This design comes from an exercise in tuning for small area on the open sky130 flow, not from production work.
Function was checked by simulation only, so behaviour that the tests miss may differ from the original.
Power and IR drop assume default switching activity.

## flow/config.mk

```make
export PLATFORM = sky130hd
export DESIGN_NAME = buffered_cl_builder
export DESIGN_NICKNAME = buffered_cl_builder
export VERILOG_FILES = /design/flow/design.v
export SDC_FILE = /design/flow/constraint.sdc
export NUM_CORES = 4
export LEC_CHECK = 0
export CAP_MARGIN = 5
export CORE_MARGIN = 2
export CORE_UTILIZATION = 50
export SETUP_SLACK_MARGIN = 0.1
export SLEW_MARGIN = 5
export SYNTH_MEMORY_MAX_BITS = 8192
```

## flow/constraint.sdc

```tcl
create_clock -name core_clock -period 6.0 [get_ports {clk}]
set_input_delay 1.2000 -clock core_clock [delete_from_list [all_inputs] [get_ports {clk}]]
set_output_delay 1.2000 -clock core_clock [all_outputs]
set_load 0.01 [all_outputs]
```

## flow/design.v

```verilog
module buffered_cl_builder
#(
    parameter DATA_WIDTH = 32,
    parameter DATA_PER_CL = 16,
    parameter CL_WIDTH = 512,
    parameter EVICTION_POLICY = "ALL_ZEROS",
    parameter BUFFER_DEPTH = 8,
    parameter ALM_FULL_DIFF = 4
)
(
    input logic clk,
    input logic reset,
    input logic evict,
    input logic data_wr,
    input logic [DATA_WIDTH - 1 : 0 ] data_in,
    input logic cl_rd,
    output logic alm_full,
    output logic out_cl_valid,
    output logic [CL_WIDTH - 1 : 0 ] out_cl
);
    localparam NBIG = 4;                 
    localparam M    = 4;                 
    localparam SA   = 5;                 
    localparam SB   = 6;
    localparam NONE = 7;                 
    localparam NSLOT = 7;
    localparam QLEN = 6;                 
    logic [4:0] bn;                      
    logic [2:0] bslot;                   
    logic       close;
    assign close = bn[4] | evict;
    logic [2:0] count;                   
    logic       c1, c2;                  
    logic       rd;
    assign rd           = cl_rd & (count != 3'd0);
    assign out_cl_valid = (count != 3'd0);
    assign alm_full     = count[2];
    always_ff @(posedge clk) begin
        c1 <= close & ~reset;
        c2 <= c1 & ~reset;
        if (reset)
            count <= '0;
        else
            count <= count + {2'b0, c2} - {2'b0, rd};
    end
    logic [DATA_WIDTH-1:0] big  [NBIG][DATA_PER_CL];
    logic [3:0]            big_n [NBIG];     
    logic [DATA_WIDTH-1:0] med  [3];
    logic [1:0]            med_n;            
    logic [DATA_WIDTH-1:0] sa, sb;
    logic [NSLOT-1:0] occ;               
    logic [2:0]       q [QLEN];
    logic [2:0]       qlen;
    logic [2:0]       head;
    assign head = q[0];
    logic [NSLOT-1:0] freed, avail, wen;
    logic             grow;              
    logic             need_slot;         
    logic [2:0]       ns;                
    logic [1:0]       need;              
    always_comb begin
        freed = '0;
        if (rd && head != NONE) freed[head] = 1'b1;
        grow = ~close & data_wr &
               ((bslot == NONE) ||
                ((bslot == SA || bslot == SB) && bn == 5'd1) ||
                (bslot == M && bn == 5'd3));
        need_slot = (close & data_wr) | grow;
        avail = ~occ | freed;
        if (grow && bslot != NONE) avail[bslot] = 1'b1;
        if (close || bslot == NONE)
            need = 2'd0;
        else if (bslot == M)
            need = 2'd2;
        else
            need = 2'd1;
        if (need == 2'd0 && avail[SA])
            ns = SA;
        else if (need == 2'd0 && avail[SB])
            ns = SB;
        else if (need != 2'd2 && avail[M])
            ns = M;
        else if (avail[0])
            ns = 3'd0;
        else if (avail[1])
            ns = 3'd1;
        else if (avail[2])
            ns = 3'd2;
        else
            ns = 3'd3;
        wen = '0;
        if (need_slot)
            wen[ns] = 1'b1;
        else if (data_wr && bslot != NONE)
            wen[bslot] = 1'b1;
    end
    logic [DATA_WIDTH-1:0] mv [3];
    always_comb begin
        case (bslot)
            3'd0: for (int i = 0; i < 3; i++) mv[i] = big[0][i];
            3'd1: for (int i = 0; i < 3; i++) mv[i] = big[1][i];
            3'd2: for (int i = 0; i < 3; i++) mv[i] = big[2][i];
            3'd3: for (int i = 0; i < 3; i++) mv[i] = big[3][i];
            3'd4: for (int i = 0; i < 3; i++) mv[i] = med[i];
            3'd5: begin mv[0] = sa; mv[1] = med[0]; mv[2] = med[1]; end
            default: begin mv[0] = sb; mv[1] = med[0]; mv[2] = med[1]; end
        endcase
    end
    always_ff @(posedge clk) begin
        if (reset) begin
            occ   <= '0;
            qlen  <= '0;
            bn    <= '0;
            bslot <= NONE;
        end
        else begin
            qlen <= qlen + {2'b0, close} - {2'b0, rd};
            occ  <= (occ & ~freed & ~((grow && bslot != NONE) ? (7'b1 << bslot) : 7'b0)) | wen;
            if (close) begin
                bn    <= {4'b0, data_wr};
                bslot <= data_wr ? ns : NONE;
            end
            else if (data_wr) begin
                bn <= bn + 5'd1;
                if (grow) bslot <= ns;
            end
        end
        for (int i = 0; i < QLEN; i++) begin
            if (close && (qlen - {2'b0, rd}) == i)
                q[i] <= (bn == 5'd0) ? NONE : bslot;
            else if (rd)
                q[i] <= (i == QLEN - 1) ? q[i] : q[i+1];
        end
        if (close) begin
            for (int s = 0; s < NBIG; s++)
                if (bslot == s) big_n[s] <= bn[3:0] - 4'd1;
            if (bslot == M) med_n <= bn[1:0] - 2'd1;
        end
        for (int s = 0; s < NBIG; s++) begin
            if (wen[s]) begin
                big[s][0] <= data_in;
                for (int i = 1; i < 4; i++) big[s][i] <= mv[i-1];
                for (int i = 4; i < DATA_PER_CL; i++) big[s][i] <= big[s][i-1];
            end
        end
        if (wen[M]) begin
            med[0] <= data_in;
            med[1] <= mv[0];
            med[2] <= mv[1];
        end
        if (wen[SA]) sa <= data_in;
        if (wen[SB]) sb <= data_in;
    end
    logic [3:0] head_n;                  
    logic       head_some;               
    always_comb begin
        head_some = 1'b1;
        case (head)
            3'd0: head_n = big_n[0];
            3'd1: head_n = big_n[1];
            3'd2: head_n = big_n[2];
            3'd3: head_n = big_n[3];
            3'd4: head_n = {2'b0, med_n};
            3'd5, 3'd6: head_n = 4'd0;
            default: begin head_n = 4'd0; head_some = 1'b0; end
        endcase
    end
    logic [NSLOT-1:0] hsel;
    logic [DATA_PER_CL-1:0] hmask;
    always_comb begin
        hsel = '0;
        if (head != NONE) hsel[head] = 1'b1;
        for (int i = 0; i < DATA_PER_CL; i++)
            hmask[i] = (i <= head_n);
    end
    always_comb begin
        for (int i = 0; i < DATA_PER_CL; i++) begin
            logic [DATA_WIDTH-1:0] w;
            w = '0;
            for (int s = 0; s < NBIG; s++)
                w = w | ({DATA_WIDTH{hsel[s] & hmask[i]}} & big[s][i]);
            if (i < 3) w = w | ({DATA_WIDTH{hsel[M] & hmask[i]}} & med[i % 3]);
            if (i == 0) w = w | ({DATA_WIDTH{hsel[SA]}} & sa) | ({DATA_WIDTH{hsel[SB]}} & sb);
            out_cl[i*DATA_WIDTH +: DATA_WIDTH] = w;
        end
    end
endmodule
```

## flow/flow/run.sh

```bash
#!/bin/bash
# Layout: the standard flow (standard.sh), with two changes:
#  - ports are buffered with sky130_fd_sc_hd__buf_1 (every input and output still gets a buffer)
#  - clock tree synthesis does not insert dummy loads, and clusters up to 20 sinks under clkbuf_8 leaf buffers
# standard.sh's make output goes to make_flow.log here; ORFS writes each step's log under orfs/logs.
set -euo pipefail
export BUFFER_PORTS_ARGS="-buffer_cell sky130_fd_sc_hd__buf_1"
export CTS_ARGS="-sink_clustering_enable -repair_clock_nets -dont_use_dummy_load -buf_list sky130_fd_sc_hd__clkbuf_8 -root_buf sky130_fd_sc_hd__clkbuf_16 -sink_clustering_size 20 -sink_clustering_max_diameter 60"
bash standard.sh finish > make_flow.log 2>&1
```

## flow/standard.sh

```bash
#!/bin/bash
# synth_recipe.tcl (not shown) runs the flow's synth.tcl, then flattens the netlist and writes it again
# the make line also repeats each setting of config.mk as NAME=value (left out here)
make -C /OpenROAD-flow-scripts/flow DESIGN_CONFIG=/design/flow/config.mk WORK_HOME=/design/flow/orfs CLKGATE_MAP_FILE= SYNTH_SCRIPT=/design/flow/synth_recipe.tcl "${@:-finish}"
```

==> results of run 1 <==
==> report_power, final <==
part	internal (W)	switching, W	total [W]	leakage (nW)
Clock	0.00231	0.00454	0.00685	1.11
Sequential	0.0192	0.000682	0.0199	20.4
Combinational	0.00199	0.00564	0.00763	7.93
Total	0.0235	0.0109	0.0344	29.4
==> layout by cell type, fill, tap and decap left out, drive strengths merged, types with 3 or more instances in the layout <==
cell / count
edfxtp: 2244
a22oi: 957
buf: 717
nand2: 595
nor2: 227
a222oi: 184
clkbuf: 153
a21oi: 94
a31oi: 86
nand3: 72
o21ai: 35
mux2i: 34
inv: 33
ha: 27
dfxtp: 22
nor3: 20
a221oi: 19
mux2: 17
and2: 11
nor2b: 11
xor2: 6
o21a: 6
o22ai: 6
or2: 5
and3: 5
nor4: 5
xnor2: 5
nand2b: 4
o31ai: 4
diode: 3
a221o: 3
==> sequential cells by signal, indices dropped and copies added (netlist names) <==
register	flops
big	2048
big_n	16
bn	5
bslot	3
c1	1
c2	1
count	3
med	96
med_n	2
occ	6
q	18
qlen	3
sa	32
sb	32
==> final timing paths <==
path | startpoint | to | cells after the start
max | q[0][0] | out_cl[37] | 10
min | big[26][5] | big[27][5] | 0
max reg2reg | q[0][0] | big[59][6] | 15
min reg2reg | big[26][5] | big[27][5] | 0
==> final cells by class <==
type,instances,area (µm²),area share (%)
clock buffers,153,2120,2.28
inverters,33,124,0.133
diodes,3,7.51,0.00809
multi-input cells,2465,16000,17.3
flip-flops and latches,2266,67800,73.1
well taps,2218,2780,2.99
repair buffers,717,3920,4.22
==> Yosys cell counts, types with 6 or more instances <==
cell type / count
o21a_1: 6
and2_1: 10
mux2_2: 17
a22oi_1: 957
nand2_1: 595
inv_1: 33
nand3_1: 72
nor2b_1: 11
xor2_1: 6
edfxtp_1: 2244
a31oi_1: 86
buf_2: 18
mux2i_1: 34
nor3_1: 18
dfxtp_1: 22
buf_1: 11
o21ai_0: 31
nor2_1: 227
a21oi_1: 90
a222oi_1: 184
ha_1: 27
a221oi_1: 19
clkbuf_1: 279
==> routing by layer <==
layer	wire, µm	up-vias	GRT usage (%)
met1	97500	25200	38.3
met2	113000	2690	42.7
li1	-	21600	-
met5	0	-	0
met3	17700	446	3.74
met4	15300	0	15.5
==> per-stage QoR <==
step / setup slack, ps / hold WS (ps) / area [µm²] / std cells / total power, W
floorplan: -8930 / 414 / 84900 / 5072 / 0.0245
global route: 132 / 402 / 92800 / 7853 / 0.0355
detailed placement: 785 / 431 / 90700 / 7699 / 0.0278
CTS: 417 / 387 / 92800 / 7852 / 0.0345
finish: 411 / 398 / 92800 / 7855 / 0.0344
global placement: 810 / 428 / 90700 / 7699 / 0.0277
==> kinds of logic (layout without fill, tap and decap cells) <==
kind of cell | Yosys count | count (layout) | share of synthesized area [%]
DFF | 2266 | 2266 | 80.1
AOI/OAI and AO/OA | 1413 | 1413 | 12.7
and+or+nand+nor | 961 | 961 | 4.56
buffers and inverters | 341 | 903 | 1.54
muxes | 51 | 51 | 0.628
adders and majority gates | 29 | 29 | 0.446
xor gates and xnor gates | 11 | 11 | 0.114
other | 0 | 3 | 0
==> qor.txt, run 1 <==
HPWL Detailed = 168000 µm
syn nets = 5138
Synth area leaders = edfxtp_1 80%, a22oi_1 8.5%, nand2_1 2.6%, a222oi_1 2.2%, clkbuf_1 1.2%
FMAX = 179 MHz
pwr dens = 370 nW/µm²
CTS max path bufs = 3
cts-stage hold buffer count = 0
cell family with most CP delay = compound AO/OA/AOI/OAI gates
vias in the first global route = 48.3k
Synth top area share = 79.5%
die area = 173000 µm²
CP most frequent cell = a222oi_1
clock skew = 123 ps
Global Route Usage Sum = 27.7%
RSZ-0062 raised after global routing = no
CP Launch Type = flop
Worst-Skew Late Latency = 830 ps
Seq cells post-synth = 2266
total number of vias = 50.0k
Final GP Congestion = 0.908
Reg clk slew, reported paths = 110 ps
Synth Flop Type = edfxtp_1
crit path buf inv count = 2
initial drt markers = 6889
most area-hungry cell type in the Yosys netlist = edfxtp_1
EDFF count, synth = 2244
H-tree depth = 4
crit path kind = reg2out
Final Hold Vio Count = 0
Hold Crit Class = reg2reg
FP Rows = 151
CTS tree = done
initial antenna violation count = 3
Syn Std Cell Area = 84700 µm²
r2r setup slk = 980 ps
Final min period = 5590 ps
total wire length = 244000 µm
Yosys cell types = 59
Nets = 5702
antenna viol nets, final = 0
first-pass GRT wire length = 348000 µm
post-synthesis instance total = 5072
IO buf count = 550
Final Max Slew Viols = 0
Core Region = 169000 µm²
Rel. slew slack = 23.5%
Post-CTS Setup Repair Bufs = 0
area delta synth->final = 9.54%
Final Setup Violations = 0
crit-path cells = ha_1 > a222oi_1 > o21ai_1 > or2_2 > nor3_4 > nor2_2 > buf_4 > a222oi_1 > nand2_1 > buf_1
DR WL/cell = 31.0 µm
vias per std cell = 6.36
WP data arrival = 4390 ps
Starting Density = 50.2%
largest net degree at the start of global routing = 99
die width = 416 µm
fill count = 13.4k
sequential area share after synthesis = 80.1%
crit-path max FO = 32
Critical Path Sink Type = output port
First-pass DRT Iterations = 8
share of cells above drive strength 1 = 7.93%
final period utilization = 93.2%
clk sinks = 2266
cts repair resizes = 0
Critical Path RT = 4800 ps
warnings from Yosys = 6
status = no timing/DRC/antenna violations
Slowest cell on crit path = edfxtp_1
GR Overflow Total = 0
Avg Cell Area, Syn = 16.7 µm²
Pleak = 29.4 nW
# IOs = 551
ys async rst share = 0%
Root Buffer = clkbuf_16
Die H = 416 µm
CP max stage delay = 490 ps
Worst Max-Slew Pin Slew = 1140 ps
max-cap violations = 0
setup tns final = 0 ps
Final Util = 54.9%
VDD IR-drop max = 0.304 mV
DRC Markers = 0
TritonCTS Buffers = 153
==> run 2, diff against run 1 <==
==> flow/flow/run.sh (replaced) <==
#!/bin/bash
# Layout: the standard flow (standard.sh), with two changes:
#  - ports are buffered with sky130_fd_sc_hd__buf_1 (every input and output still gets a buffer)
#  - clock tree synthesis does not insert dummy loads, and clusters up to 16 sinks under clkbuf_8 leaf buffers
# standard.sh's make output goes to make_flow.log here; ORFS writes each step's log under orfs/logs.
set -euo pipefail
export BUFFER_PORTS_ARGS="-buffer_cell sky130_fd_sc_hd__buf_1"
export CTS_ARGS="-sink_clustering_enable -repair_clock_nets -dont_use_dummy_load -buf_list sky130_fd_sc_hd__clkbuf_8 -root_buf sky130_fd_sc_hd__clkbuf_16 -sink_clustering_size 16 -sink_clustering_max_diameter 50"
bash standard.sh finish > make_flow.log 2>&1
--- a/flow/config.mk
+++ b/flow/config.mk
@@ -7,7 +7,7 @@
 export LEC_CHECK = 0
-export CAP_MARGIN = 5
+export CAP_MARGIN = 20
 export CORE_MARGIN = 2
 export CORE_UTILIZATION = 50
-export SETUP_SLACK_MARGIN = 0.1
-export SLEW_MARGIN = 5
+export SETUP_SLACK_MARGIN = 0.05
+export SLEW_MARGIN = 20
 export SYNTH_MEMORY_MAX_BITS = 8192
==> qor.txt, run 2 <==
H-tree depth = 4
die area = 173000 µm²
fill count = 13.3k
Final Hold Vio Count = 0
IO buf count = 550
antenna viol nets, final = 0
max FFs per register = 2048
CTS max path bufs = 3
DRC Markers = 0
share of cells above drive strength 1 = 8.47%
syn nets = 5138
first-pass GRT wire length = 350000 µm
clock skew = 155 ps
top flop regs = big (2048), med (96)
warnings from Yosys = 6
most common cell in the netlist = edfxtp_1
sequential area share after synthesis = 80.1%
Synth area leaders = edfxtp_1 80%, a22oi_1 8.5%, nand2_1 2.6%, a222oi_1 2.2%, clkbuf_1 1.2%
Final GP Congestion = 0.908
final period utilization = 92.5%
Final min period = 5550 ps
Global Route Usage Sum = 27.8%
clk sinks = 2266
CTS tree = done
HPWL Detailed = 167000 µm
max-cap violations = 0
initial antenna violation count = 2
GR Overflow Total = 0
status = no timing/DRC/antenna violations
Starting Density = 50.2%
Yosys cell types = 59
Seq pwr share = 56.9%
commonest cells in the netlist = 2244 x edfxtp_1, 957 x a22oi_1, 595 x nand2_1
FMAX = 180 MHz
post-synthesis instance total = 5072
CP Launch Type = flop
Nets = 5734
cts repair resizes = 0
Critical Path RT = 4800 ps
Rel. slew slack = 24.5%
Gate power share = 21.8%
clock share of power = 21.2%
setup tns final = 0 ps
Pleak = 29.7 nW
Hold Slack = 379 ps
First-pass DRT Iterations = 13
Root Buffer = clkbuf_16
Syn Std Cell Area = 84700 µm²
Synth top area share = 79.5%
Core Region = 169000 µm²
Critical Path Sink Type = output port
crit-path max FO = 32
Int Pwr = 0.0240 W
cts-stage hold buffer count = 0
Hold Crit Class = reg2reg
Final Setup Violations = 0
Seq cells post-synth = 2266
TritonCTS Buffers = 185
Die H = 416 µm
Post-CTS Setup Repair Bufs = 0
Worst-Skew Late Latency = 850 ps
total wire length = 244000 µm
area delta synth->final = 10.1%
ys async rst share = 0%
most area-hungry cell type in the Yosys netlist = edfxtp_1
die width = 416 µm
Final Max Slew Viols = 0
WP data arrival = 4350 ps
Biggest register = big
initial drt markers = 6821
Sw Share = 31.4%
vias per std cell = 6.37
RSZ-0062 raised after global routing = no
vias in the first global route = 48.3k
Avg Cell Area, Syn = 16.7 µm²
EDFF count, synth = 2244
VDD IR-drop max = 0.307 mV
largest net degree at the start of global routing = 99
Synth Flop Type = edfxtp_1
FP Rows = 151
most common cell after layout, fill and taps aside = edfxtp_1
pwr dens = 375 nW/µm²
Reg clk slew, reported paths = 100 ps
total number of vias = 50.3k
most frequent cells in the layout = 2244 x edfxtp_1, 957 x a22oi_1, 593 x nand2_1
crit path kind = reg2out
Net Switching = 0.0110 W
DR WL/cell = 30.9 µm
Worst Max-Slew Pin Slew = 1130 ps
# IOs = 551
-- run 2: cell counts after synthesis --
Identical to the previous run, type by type.
-- run 2: area by class of cell --
| cell class | count | area [µm²] | area share, % |
|---|---|---|---|
| Sequential cell | 2266 | 67800 | 72.7 |
| Antenna cell | 2 | 5.00 | 0.00537 |
| Inverter | 33 | 124 | 0.133 |
| Multi-Input combinational cell | 2465 | 16000 | 17.2 |
| Timing Repair Buffer | 717 | 3920 | 4.20 |
| Clock buffer | 185 | 2560 | 2.74 |
| Tap cell | 2218 | 2780 | 2.98 |
-- run 2: power by group through the flow --
stage	clock network, W	registers [W]	logic (W)
after floorplan	0	0.0205	0.00401
after global placement	0	0.0202	0.00756
after detailed placement	0	0.0202	0.00761
after CTS	0.00754	0.0199	0.00763
after global routing	0.00805	0.0200	0.00803
final	0.00741	0.0199	0.00763
-- run 2: cells by family (layout without fill, tap and decap cells) --
kind of cell | Yosys count | after routing | synth area share, %
adder cells (fa/ha/maj) | 29 | 29 | 0.446
buffers and inverters | 341 | 935 | 1.54
AND/OR/NAND/NOR | 961 | 961 | 4.56
flip-flops | 2266 | 2266 | 80.1
AO/OA/AOI/OAI | 1413 | 1413 | 12.7
XOR/XNOR | 11 | 11 | 0.114
other | 0 | 2 | 0
multiplexers | 51 | 51 | 0.628
-- run 2: critical path, stage by stage, from the launching register on --
cell	delay, ps
edfxtp_1	450
inv_1	110
ha_2	210
ha_1	260
a22oi_1	200
o21ai_1	310
or2_2	430
nor3_4	390
nor2_2	50
buf_4	280
a222oi_1	460
nand2_1	260
buf_1	190
-- run 2: through the flow --
stage	power (W)	utilization [%]	instances	instance area, µm²	worst slack (ps)
CTS	0.0350	55.2	7884	93200	403
detailed placement	0.0278	53.7	7699	90700	794
global placement	0.0277	53.7	7699	90700	810
global route	0.0361	55.2	7884	93200	146
floorplan	0.0245	-	5072	84900	-8930
finish	0.0349	55.2	7886	93200	447
-- run 2: worst paths after layout --
check	start	end	slack, ps	cells after the start
worst max-delay path	q[0][0]	out_cl[37]	450	12
worst min-delay path	big[19][21]	big[20][21]	380	0
worst max register to register	q[0][0]	big[16][17]	1030	15
worst min register to register	big[19][21]	big[20][21]	380	0
-- run 2: per-layer routing --
layer	global-route usage, %	share of wire [%]	vias to the layer above
met5	0	0	-
met2	42.5	46	2785
met1	38.7	40	25400
met3	3.54	7.3	423
li1	-	-	21600
met4	16.2	6.5	0

-- port drivers added, routing unchanged --
The results above use ideal ports. As a check the final layouts listed here were re-extracted and re-timed, cells and wires unchanged. Step 1, drivers: a clkbuf_16 drives clk and a buf_2 each remaining input, both assumed. Step 2 times the ports against the registers' clock, not the clock port: input delays grow and output delays shrink by t, the midpoint of the rising clock arrivals with the driver on. Slacks: ideal / step 1 / step 2; pairs: ideal / step 1.
run	t, ns	setup slack, ns	hold slack, ns	pins driven straight from the clock port
run 1	0.862	0.411 / 0.321 / 0.742	0.398 / 0.398 / 0.398	1
run 2	0.854	0.447 / 0.363 / 0.750	0.379 / 0.379 / 0.379	1
After both steps setup and hold are still met in every run listed.
